What follows belongs to an exercise in optimizing a design on an open flow for small area and a short achievable clock period; a production flow would make more cautious choices.
At most, simulation tests tie the RTL to the original design; equivalence was not proved.
Power and IR drop assume default switching activity.

==> wip/quartz: inputs <==
// ULA_LCD
module ULA_LCD(clk, rst, rs, rw, en, dados, SOMA, SUBT, MULT, IGUAL, A, B, sinalA, sinalB);
==> flow/config.mk <==
export PLATFORM = sky130hd
export DESIGN_NAME = ULA_LCD
export DESIGN_NICKNAME = ULA_LCD
export VERILOG_FILES = /design/flow/design.v
export SDC_FILE = /design/flow/constraint.sdc
export NUM_CORES = 4
export LEC_CHECK = 0
export ABC_AREA = 1
export CAP_MARGIN = 20
export CORE_MARGIN = 2
export CORE_UTILIZATION = 70
export CTS_BUF_LIST = sky130_fd_sc_hd__clkbuf_8
export CTS_CLUSTER_SIZE = 30
export SLEW_MARGIN = 20
==> flow/constraint.sdc <==
create_clock -name core_clock -period 120.0 [get_ports {clk}]
set_input_delay 24.0000 -clock core_clock [delete_from_list [all_inputs] [get_ports {clk}]]
set_output_delay 24.0000 -clock core_clock [all_outputs]
set_load 0.01 [all_outputs]
standard.sh (not shown) runs the stock make flow with config.mk's settings and CLKGATE_MAP_FILE= SYNTH_SCRIPT=/design/flow/synth_recipe.tcl, a recipe that flattens the netlist after the stock synthesis.
==> flow/flow/run.sh <==
#!/bin/bash
# Standard ORFS layout, except that after the standard synthesis the
# combinational logic is mapped again by ABC for area (flow/remap.abc);
# the flip-flops of the standard synthesis are kept as they are, with their
# names and cells.
set -euo pipefail
HERE=$(pwd)
R=$HERE/orfs/results/sky130hd/ULA_LCD/base
LIB=$FLOW_HOME/platforms/sky130hd/lib/sky130_fd_sc_hd__tt_025C_1v80.lib

bash standard.sh synth > $HERE/synth_std.log 2>&1

cp $R/1_2_yosys.v $HERE/netlist_std.v
cat > $HERE/remap.ys <<EOY
read_liberty -ignore_miss_func $LIB
read_verilog $HERE/netlist_std.v
hierarchy -top ULA_LCD
setattr -mod -set blackbox 1 sky130_fd_sc_hd__*df*
flatten
opt -full
techmap
opt -fast
abc -liberty $LIB $(cat $HERE/flow/dontuse.txt) -script $HERE/flow/remap.abc
opt_clean -purge
hilomap -singleton -hicell sky130_fd_sc_hd__conb_1 HI -locell sky130_fd_sc_hd__conb_1 LO
insbuf -buf sky130_fd_sc_hd__buf_4 A X
splitnets
opt_clean -purge
tee -o $HERE/remap_stat.log stat -liberty $LIB
write_verilog -noattr -nohex -nodec $HERE/netlist_remap.v
EOY
yosys -s $HERE/remap.ys > $HERE/remap.log 2>&1

# the remapped logic must do what the standard synthesis does
cat > $HERE/remap_equiv.ys <<EOY
read_liberty -ignore_miss_func $LIB
read_verilog $HERE/netlist_std.v
rename ULA_LCD gold
read_verilog $HERE/netlist_remap.v
rename ULA_LCD gate
flatten gold gate
hierarchy -check
setattr -mod -set blackbox 1 sky130_fd_sc_hd__*df*
opt_clean
equiv_make gold gate eq
hierarchy -top eq
equiv_simple -seq 1
equiv_status -assert
EOY
yosys -s $HERE/remap_equiv.ys > $HERE/remap_equiv.log 2>&1

cp $HERE/netlist_remap.v $R/1_2_yosys.v
touch $R/1_2_yosys.v
bash standard.sh finish SETUP_SLACK_MARGIN=87.2 "BUFFER_PORTS_ARGS=-buffer_cell sky130_fd_sc_hd__buf_2" > $HERE/finish.log 2>&1
==> flow/flow/dontuse.txt <==
-dont_use sky130_fd_sc_hd__lpflow_bleeder_1 -dont_use sky130_fd_sc_hd__lpflow_clkbufkapwr_1 -dont_use sky130_fd_sc_hd__lpflow_clkbufkapwr_16 -dont_use sky130_fd_sc_hd__lpflow_clkbufkapwr_2 -dont_use sky130_fd_sc_hd__lpflow_clkbufkapwr_4 -dont_use sky130_fd_sc_hd__lpflow_clkbufkapwr_8 -dont_use sky130_fd_sc_hd__lpflow_clkinvkapwr_1 -dont_use sky130_fd_sc_hd__lpflow_clkinvkapwr_16 -dont_use sky130_fd_sc_hd__lpflow_clkinvkapwr_2 -dont_use sky130_fd_sc_hd__lpflow_clkinvkapwr_4 -dont_use sky130_fd_sc_hd__lpflow_clkinvkapwr_8 -dont_use sky130_fd_sc_hd__lpflow_decapkapwr_12 -dont_use sky130_fd_sc_hd__lpflow_decapkapwr_3 -dont_use sky130_fd_sc_hd__lpflow_decapkapwr_4 -dont_use sky130_fd_sc_hd__lpflow_decapkapwr_6 -dont_use sky130_fd_sc_hd__lpflow_decapkapwr_8 -dont_use sky130_fd_sc_hd__lpflow_inputiso0n_1 -dont_use sky130_fd_sc_hd__lpflow_inputiso0p_1 -dont_use sky130_fd_sc_hd__lpflow_inputiso1n_1 -dont_use sky130_fd_sc_hd__lpflow_inputiso1p_1 -dont_use sky130_fd_sc_hd__lpflow_inputisolatch_1 -dont_use sky130_fd_sc_hd__lpflow_isobufsrc_1 -dont_use sky130_fd_sc_hd__lpflow_isobufsrc_16 -dont_use sky130_fd_sc_hd__lpflow_isobufsrc_2 -dont_use sky130_fd_sc_hd__lpflow_isobufsrc_4 -dont_use sky130_fd_sc_hd__lpflow_isobufsrc_8 -dont_use sky130_fd_sc_hd__lpflow_isobufsrckapwr_16 -dont_use sky130_fd_sc_hd__lpflow_lsbuf_lh_hl_isowell_tap_1 -dont_use sky130_fd_sc_hd__lpflow_lsbuf_lh_hl_isowell_tap_2 -dont_use sky130_fd_sc_hd__lpflow_lsbuf_lh_hl_isowell_tap_4 -dont_use sky130_fd_sc_hd__lpflow_lsbuf_lh_isowell_4 -dont_use sky130_fd_sc_hd__lpflow_lsbuf_lh_isowell_tap_1 -dont_use sky130_fd_sc_hd__lpflow_lsbuf_lh_isowell_tap_2 -dont_use sky130_fd_sc_hd__lpflow_lsbuf_lh_isowell_tap_4 -dont_use sky130_fd_sc_hd__probe_p_8 -dont_use sky130_fd_sc_hd__probec_p_8 
==> flow/flow/remap.abc <==
strash
&get -n
&deepsyn -T 30
&dch -f
&nf -p -R 1000
&put
topo
==> wip/juniper (differences from wip/quartz) <==
--- a/flow/design.v
+++ b/flow/design.v
@@ -10,17 +10,17 @@
 	output en;
 	output rw;
 	output rs;
 	output [7:0] dados;
 	input clk;
 	input rst;
 	reg rs;
 	reg en;
-	reg [6:0] dados_r;   
+	reg [7:0] dados_r;   
 	reg [15:0] Vr;       
 	reg dsel;            
 	parameter T45 = 2250, T5 = 250, T25 = 125;
 	assign rw = 1'b0;
 	localparam E0 = 4'd0,      
 	           E1 = 4'd1,      
 	           E2 = 4'd2,      
 	           E3 = 4'd3,      
@@ -38,16 +38,17 @@
 	reg subest;
 	reg [4:0] charPos;   
 	reg flag_rst;
 	reg [1:0] operacao;
 	reg menos;
 	reg menosA;
 	reg menosB;
 	reg flagbt1, flagbt2, flagbt3, flagbt4;
+	reg [7:0] S;         
 	reg sgn;             
 	wire sE0 = (estado == E0);
 	wire sE1 = (estado == E1);
 	wire sE2 = (estado == E2);
 	wire sE3 = (estado == E3);
 	wire sE4 = (estado == E4);
 	wire sE5 = (estado == E5);
 	wire sE6 = (estado == E6);
@@ -73,17 +74,17 @@
 	wire opSub = (operacao == 2'd2);
 	wire opMul = (operacao == 2'd3);
 	wire selB = charPos[3] | (charPos[2] & charPos[1]);    
 	wire mulsel = sL2 & opMul;
 	wire xa = sE15 | (sL2 ? opSom : ~selB);
 	wire [7:0] X = mulsel ? B : {7'd0, xa};
 	wire cin = sE15 | (sL2 & opSub & sgn);
 	wire [7:0] Y = sE15 ? ~B :
-	               sL2 ? (opSub ? (Vr[7:0] ^ {8{sgn}}) : opSom ? B : 8'd0) :
+	               sL2 ? (opSub ? (S ^ {8{sgn}}) : opSom ? B : 8'd0) :
 	               (selB ? B : 8'd0);
 	reg [15:0] V;
 	reg [7:0] s, c, ns, nc, pp;
 	reg cy;
 	integer r, k;
 	always @(*) begin
 		pp = A & {8{X[0]}};
 		s = pp ^ Y ^ {7'd0, cin};
@@ -142,17 +143,17 @@
 		else begin
 			case (charPos[3:0])
 				4'd1, 4'd7: dig = bcd[11:8];
 				4'd2, 4'd8: dig = bcd[7:4];
 				default: dig = bcd[3:0];
 			endcase
 		end
 	end
-	assign dados = {dados_r[6], dados_r[6:4], dsel ? dig : dados_r[3:0]};
+	assign dados = {dados_r[7:4], dsel ? dig : dados_r[3:0]};
 	wire AgtB = V[8] & (V[7:0] != 0);
 	wire BgtA = ~V[8];
 	wire nz = (A != 0) & (B != 0);
 	reg [1:0] opn;       
 	reg menosn;
 	always @(*) begin
 		opn = operacao;
 		menosn = menos;
@@ -212,22 +213,28 @@
 			estado <= E0;
 			in20 <= 0;
 			subest <= 0;
 			flag_rst <= 0;
 			charPos <= 0;
 			rs <= 0;
 			en <= 0;
 			dados_r <= 0;
+			Vr <= 0;
 			dsel <= 0;
 			operacao <= 0;
+			menos <= 0;
+			menosA <= 0;
+			menosB <= 0;
 			flagbt1 <= 0;
 			flagbt2 <= 0;
 			flagbt3 <= 0;
 			flagbt4 <= 0;
+			S <= 0;
+			sgn <= 0;
 		end
 		else begin
 			if (in20) subest <= !(subest & flag2meio);
 			else subest <= inW & !(subest & flag5);
 			if (in20 | inW) begin
 				if (!subest) flag_rst <= 1;
 				else if (!(in20 ? flag2meio : flag5)) flag_rst <= 0;
 				else if (!in20 & (sE1 | sE2 | sE3 | sE4 | sE9 | sL1W)) flag_rst <= 1;
@@ -276,72 +283,70 @@
 			end
 			else if ((fire & sE1) | (l1 & (l1clr | l1off | (l1chr & !l1signA & !l1signB))) |
 			         (l2 & !l2minus & !l2last))
 				charPos <= charPos + 1'b1;
 			if (wr) rs <= wr1 ? !l1clr : wr2;
 			if (wr) begin
 				dsel <= 0;
 				if (wrC) begin
-					dados_r <= sE1 ? 7'h38 : sE2 ? 7'h0C : sE4 ? 7'h06 : sE15 ? 7'h40 : 7'h01;
+					dados_r <= sE1 ? 8'h38 : sE2 ? 8'h0C : sE4 ? 8'h06 : sE15 ? 8'hC0 : 8'h01;
 				end
 				else if (wr1) begin
-					if (l1clr) dados_r <= 7'h01;
-					else if (l1signA | l1signB) dados_r <= 7'd45;
+					if (l1clr) dados_r <= 8'h01;
+					else if (l1signA | l1signB) dados_r <= 45;
 					else if (l1dig) begin
-						dados_r <= 7'h30;
+						dados_r <= 8'h30;
 						dsel <= 1;
 					end
-					else if (l1op) dados_r <= opSom ? 7'd43 : opSub ? 7'd45 : 7'd42;
-					else dados_r <= 7'd32;
+					else if (l1op) dados_r <= opSom ? 8'd43 : opSub ? 8'd45 : 8'd42;
+					else dados_r <= 32;
 				end
 				else begin
-					if (l2minus) dados_r <= 7'd45;
-					else if (l2sp) dados_r <= 7'd32;
+					if (l2minus) dados_r <= 45;
+					else if (l2sp) dados_r <= 32;
 					else begin
-						dados_r <= 7'h30;
+						dados_r <= 8'h30;
 						dsel <= 1;
 					end
 				end
 			end
 			else if (fire & sE3) begin
-				dados_r <= 7'h01;
+				dados_r <= 8'h01;
 				dsel <= 0;
 			end
 			else if (!in20 & sE5 & !subest) begin
 				dados_r <= 0;
 				dsel <= 0;
 			end
+			if (wr & ((wr1 & !l1clr & !l1signA & !l1signB & l1dig) | (wr2 & !l2minus & !l2sp))) Vr <= V;
 			if (sE6 & !in20) begin
 				if (relM) operacao <= 3;
 				else if (relU) operacao <= 2;
 				else if (relS) operacao <= 1;
 			end
 			else if (sE15 & !in20) operacao <= opn;
+			if (sE15 & !in20) begin
+				if (fire & (opn == 3)) menos <= (sinalA ^ sinalB) & nz;
+				else menos <= menosn;
+				S <= V[7:0];
+				sgn <= ~V[8];
+			end
+			else if (l2 & l2minus) menos <= 0;
+			if (relOp) begin
+				menosA <= 1;
+				menosB <= 1;
+			end
+			else if (l1 & l1signA) menosA <= 0;
+			else if (l1 & l1signB) menosB <= 0;
 			if (sE6 & !in20) begin
 				if (!SOMA & !flagbt1) flagbt1 <= 1;
 				else if (SOMA & flagbt1) flagbt1 <= 0;
 				if (!SUBT & !flagbt2) flagbt2 <= 1;
 				else if (SUBT & flagbt2) flagbt2 <= 0;
 				if (!MULT & !flagbt3) flagbt3 <= 1;
 				else if (MULT & flagbt3) flagbt3 <= 0;
 				if (!IGUAL & !flagbt4) flagbt4 <= 1;
 				else if (IGUAL & flagbt4) flagbt4 <= 0;
 			end
 		end
 	end
-	always @(posedge clk) begin
-		if (wr | (sE15 & !in20)) Vr <= V;
-		if (sE15 & !in20) begin
-			if (fire & (opn == 3)) menos <= (sinalA ^ sinalB) & nz;
-			else menos <= menosn;
-			sgn <= ~V[8];
-		end
-		else if (wr & sL2 & opSub) sgn <= 0;    
-		if (!(sE15 & !in20) & l2 & l2minus) menos <= 0;
-		if (relOp) begin
-			menosA <= 1;
-			menosB <= 1;
-		end
-		else if (l1 & l1signA) menosA <= 0;
-		else if (l1 & l1signB) menosB <= 0;
-	end
 endmodule
==> flow/run.sh (new file) <==
#!/bin/bash
# synth_recipe.tcl (not shown) runs the flow's synth.tcl, then flattens the netlist and writes it again
# the make line also repeats each setting of config.mk as NAME=value (left out here)
make -C /OpenROAD-flow-scripts/flow DESIGN_CONFIG=/design/flow/config.mk WORK_HOME=/design/flow/orfs CLKGATE_MAP_FILE= SYNTH_SCRIPT=/design/flow/synth_recipe.tcl finish
CORE_UTILIZATION = 40   (was 70)
CTS_BUF_LIST = default   (was sky130_fd_sc_hd__clkbuf_8)
CTS_CLUSTER_SIZE = default   (was 30)
removed: flow/flow/run.sh
removed: flow/flow/dontuse.txt
removed: flow/flow/remap.abc
removed: flow/standard.sh
==> wip/onyx (differences from wip/quartz) <==
--- a/flow/design.v
+++ b/flow/design.v
@@ -38,16 +38,17 @@
 	reg subest;
 	reg [4:0] charPos;   
 	reg flag_rst;
 	reg [1:0] operacao;
 	reg menos;
 	reg menosA;
 	reg menosB;
 	reg flagbt1, flagbt2, flagbt3, flagbt4;
+	reg [7:0] S;         
 	reg sgn;             
 	wire sE0 = (estado == E0);
 	wire sE1 = (estado == E1);
 	wire sE2 = (estado == E2);
 	wire sE3 = (estado == E3);
 	wire sE4 = (estado == E4);
 	wire sE5 = (estado == E5);
 	wire sE6 = (estado == E6);
@@ -73,17 +74,17 @@
 	wire opSub = (operacao == 2'd2);
 	wire opMul = (operacao == 2'd3);
 	wire selB = charPos[3] | (charPos[2] & charPos[1]);    
 	wire mulsel = sL2 & opMul;
 	wire xa = sE15 | (sL2 ? opSom : ~selB);
 	wire [7:0] X = mulsel ? B : {7'd0, xa};
 	wire cin = sE15 | (sL2 & opSub & sgn);
 	wire [7:0] Y = sE15 ? ~B :
-	               sL2 ? (opSub ? (Vr[7:0] ^ {8{sgn}}) : opSom ? B : 8'd0) :
+	               sL2 ? (opSub ? (S ^ {8{sgn}}) : opSom ? B : 8'd0) :
 	               (selB ? B : 8'd0);
 	reg [15:0] V;
 	reg [7:0] s, c, ns, nc, pp;
 	reg cy;
 	integer r, k;
 	always @(*) begin
 		pp = A & {8{X[0]}};
 		s = pp ^ Y ^ {7'd0, cin};
@@ -324,24 +325,24 @@
 				if (!MULT & !flagbt3) flagbt3 <= 1;
 				else if (MULT & flagbt3) flagbt3 <= 0;
 				if (!IGUAL & !flagbt4) flagbt4 <= 1;
 				else if (IGUAL & flagbt4) flagbt4 <= 0;
 			end
 		end
 	end
 	always @(posedge clk) begin
-		if (wr | (sE15 & !in20)) Vr <= V;
+		if (!dsel | wr) Vr <= V;
 		if (sE15 & !in20) begin
 			if (fire & (opn == 3)) menos <= (sinalA ^ sinalB) & nz;
 			else menos <= menosn;
+			S <= V[7:0];
 			sgn <= ~V[8];
 		end
-		else if (wr & sL2 & opSub) sgn <= 0;    
-		if (!(sE15 & !in20) & l2 & l2minus) menos <= 0;
+		else if (l2 & l2minus) menos <= 0;
 		if (relOp) begin
 			menosA <= 1;
 			menosB <= 1;
 		end
 		else if (l1 & l1signA) menosA <= 0;
 		else if (l1 & l1signB) menosB <= 0;
 	end
 endmodule
--- a/flow/flow/run.sh
+++ b/flow/flow/run.sh
@@ -46,9 +46,9 @@
 hierarchy -top eq
 equiv_simple -seq 1
 equiv_status -assert
 EOY
 yosys -s $HERE/remap_equiv.ys > $HERE/remap_equiv.log 2>&1
 
 cp $HERE/netlist_remap.v $R/1_2_yosys.v
 touch $R/1_2_yosys.v
-bash standard.sh finish SETUP_SLACK_MARGIN=87.2 "BUFFER_PORTS_ARGS=-buffer_cell sky130_fd_sc_hd__buf_2" > $HERE/finish.log 2>&1
+bash standard.sh finish SETUP_SLACK_MARGIN=88 > $HERE/finish.log 2>&1
==> flow/flow/remap.abc (replaced) <==
strash
&get -n
&deepsyn -T 30
&put
dch -f
amap
topo
CORE_UTILIZATION = 40   (was 70)
CTS_BUF_LIST = default   (was sky130_fd_sc_hd__clkbuf_8)
CTS_CLUSTER_SIZE = default   (was 30)
==> wip/amber (differences from wip/quartz) <==
--- a/flow/design.v
+++ b/flow/design.v
@@ -11,17 +11,17 @@
 	output rw;
 	output rs;
 	output [7:0] dados;
 	input clk;
 	input rst;
 	reg rs;
 	reg en;
 	reg [6:0] dados_r;   
-	reg [15:0] Vr;       
+	reg [16:0] Vr;       
 	reg dsel;            
 	parameter T45 = 2250, T5 = 250, T25 = 125;
 	assign rw = 1'b0;
 	localparam E0 = 4'd0,      
 	           E1 = 4'd1,      
 	           E2 = 4'd2,      
 	           E3 = 4'd3,      
 	           E4 = 4'd4,      
@@ -110,21 +110,30 @@
 			4'd5: add3 = 4'd8;
 			4'd6: add3 = 4'd9;
 			4'd7: add3 = 4'd10;
 			4'd8: add3 = 4'd11;
 			4'd9: add3 = 4'd12;
 			default: add3 = x;
 		endcase
 	endfunction
-	reg [19:0] bcd;
+	reg [19:0] bcdh;
 	integer i;
 	always @(*) begin
-		bcd = 0;
-		for (i = 15; i >= 0; i = i - 1) begin
+		bcdh = 0;
+		for (i = 15; i >= 11; i = i - 1) begin
+			bcdh[3:0] = add3(bcdh[3:0]);
+			bcdh = {bcdh[18:0], V[i]};
+		end
+	end
+	wire [16:0] Vin = {bcdh[5:0], V[10:0]};
+	reg [19:0] bcd;
+	always @(*) begin
+		bcd = {14'd0, Vr[16:11]};
+		for (i = 10; i >= 0; i = i - 1) begin
 			bcd[3:0] = add3(bcd[3:0]);
 			bcd[7:4] = add3(bcd[7:4]);
 			bcd[11:8] = add3(bcd[11:8]);
 			bcd[15:12] = add3(bcd[15:12]);
 			bcd = {bcd[18:0], Vr[i]};
 		end
 	end
 	wire line2 = (estado == L2) | (estado == L2W);
@@ -324,17 +333,17 @@
 				if (!MULT & !flagbt3) flagbt3 <= 1;
 				else if (MULT & flagbt3) flagbt3 <= 0;
 				if (!IGUAL & !flagbt4) flagbt4 <= 1;
 				else if (IGUAL & flagbt4) flagbt4 <= 0;
 			end
 		end
 	end
 	always @(posedge clk) begin
-		if (wr | (sE15 & !in20)) Vr <= V;
+		if (wr | (sE15 & !in20)) Vr <= Vin;
 		if (sE15 & !in20) begin
 			if (fire & (opn == 3)) menos <= (sinalA ^ sinalB) & nz;
 			else menos <= menosn;
 			sgn <= ~V[8];
 		end
 		else if (wr & sL2 & opSub) sgn <= 0;    
 		if (!(sE15 & !in20) & l2 & l2minus) menos <= 0;
 		if (relOp) begin
--- a/flow/flow/run.sh
+++ b/flow/flow/run.sh
@@ -46,9 +46,9 @@
 hierarchy -top eq
 equiv_simple -seq 1
 equiv_status -assert
 EOY
 yosys -s $HERE/remap_equiv.ys > $HERE/remap_equiv.log 2>&1
 
 cp $HERE/netlist_remap.v $R/1_2_yosys.v
 touch $R/1_2_yosys.v
-bash standard.sh finish SETUP_SLACK_MARGIN=87.2 "BUFFER_PORTS_ARGS=-buffer_cell sky130_fd_sc_hd__buf_2" > $HERE/finish.log 2>&1
+bash standard.sh finish > $HERE/finish.log 2>&1
==> flow/flow/remap.abc (replaced) <==
strash
&get -n
&deepsyn -T 30
&put
dch -f
map -a
topo
CORE_UTILIZATION = 40   (was 70)
CTS_BUF_LIST = default   (was sky130_fd_sc_hd__clkbuf_8)
CTS_CLUSTER_SIZE = default   (was 30)
==> results.txt <==
Final area: wip/onyx > wip/juniper > wip/amber > wip/quartz. The highest power belongs to wip/onyx, the lowest to wip/quartz. Between wip/amber and wip/quartz, the lower register-to-register slack is in wip/amber (gap 0.24 ns). Fmax: wip/quartz is larger than wip/onyx (about 0.9%). The highest hold slack belongs to wip/quartz, the lowest to wip/amber. Global-route usage, highest first: wip/quartz, wip/onyx, wip/amber, wip/juniper. First-iteration DRC count: wip/amber < wip/quartz < wip/juniper < wip/onyx. Critical path depth: wip/juniper < wip/quartz < wip/onyx < wip/amber. Routed wire length: wip/onyx > wip/juniper > wip/amber > wip/quartz. Of wip/juniper and wip/onyx, wip/onyx has the higher count of clock-buffer cells in the layout (gap 1).
==> figures <==
item                                                                        wip/quartz            wip/juniper                   wip/onyx                         wip/amber
Outcome                                               no timing/DRC/antenna violations  no timing/DRC/antenna violations  no timing/DRC/antenna violations  no timing/DRC/antenna violations
Post-place setup slack                                                        86.73 ns               88.25 ns                   86.01 ns                          87.10 ns
Synthesized Nets                                                                   999                   1513                       1148                              1329
H-tree depth reported by CTS                                                         2                      3                          3                                 3
P_sw                                                                          9.297 uW               49.15 uW                   113.2 uW                          13.02 uW
Total number of multi-input combinational cells                                    888                   1063                        935                              1032
VDD IR max                                                               0.000005295 V          0.000006868 V               0.00003784 V                     0.000005511 V
Buffers & Inverters on Critical Path                                                 3                      5                         16                                13
Data required, critical path                                                  96.00 ns              120.21 ns                   96.00 ns                          96.00 ns
Vias in the first global route                                                    6621                   8130                       7612                              7256
Standard-cell row count                                                             35                     53                         47                                49
Filler Cell Count                                                                  701                   2258                       1554                              1951
Layout buffer count excluding clock buffers                                         48                     36                        169                                35
Final setup margin                                                            87.56 ns               88.69 ns                   87.27 ns                          86.61 ns
Element type at the critical path start                                      flip-flop             input port                  flip-flop                         flip-flop
FF-to-FF Start                                                               estado[1]              estado[0]                  estado[2]                                 -
Critical path start-end classification                                      reg -> out              in -> reg                 reg -> out                        reg -> out
Vias after detailed routing                                                       7461                   8756                       8586                              8292
Hold Path Sink                                                                  menosA                     rs                     menosA                           flagbt2
Share of total power in sequential cells                                         0.566                  0.251                      0.116                             0.402
Cell with the biggest individual delay on the critical path  sky130_fd_sc_hd__edfxtp_1  sky130_fd_sc_hd__fa_1  sky130_fd_sc_hd__edfxtp_1  sky130_fd_sc_hd__clkdlybuf4s50_1
Final Total Pwr                                                               34.63 uW               106.0 uW                   237.8 uW                          49.89 uW
For wip/juniper, wip/onyx and wip/amber, only the layout was checked, not whether the RTL still works.

## separate check: timing with driven ports
How much do the figures lean on ideal ports? The routed layouts below were timed once more, with nothing changed but the port constraints.
Step 1: set_driving_cell puts a clkbuf_16 on clk and a buf_2 on each other input, an assumption about the parent block.
Step 2 adds t to the input delays and takes it off the output delays; t is the mean of the earliest and latest rising clock arrival at the registers after step 1. Input paths then give back, and output paths get back, about the clock's delay inside the block.
Slacks: no drivers / after step 1 / after step 2; pairs: no drivers / after step 1.
| run | shift t [ns] | setup WS [ns] | slew at the worst register clock pin (ns) | worst slew at a driven data input, ns |
|---|---|---|---|---|
| wip/quartz | 0.349 | 87.558 / 87.522 / 87.871 | 0.12 / 0.12 | 0.03 |
| wip/juniper | 0.381 | 88.686 / 88.703 / 88.323 | 0.06 / 0.06 | 0.03 |
| wip/onyx | 0.369 | 87.270 / 87.230 / 87.599 | 0.06 / 0.06 | 0.03 |
| wip/amber | 0.372 | 86.610 / 86.568 / 86.941 | 0.05 / 0.05 | 0.03 |
After both steps setup and hold are still met in every run listed. The setup slack of wip/juniper, which loses most, moves by +0.017 ns with the drivers and by -0.363 ns with both steps.
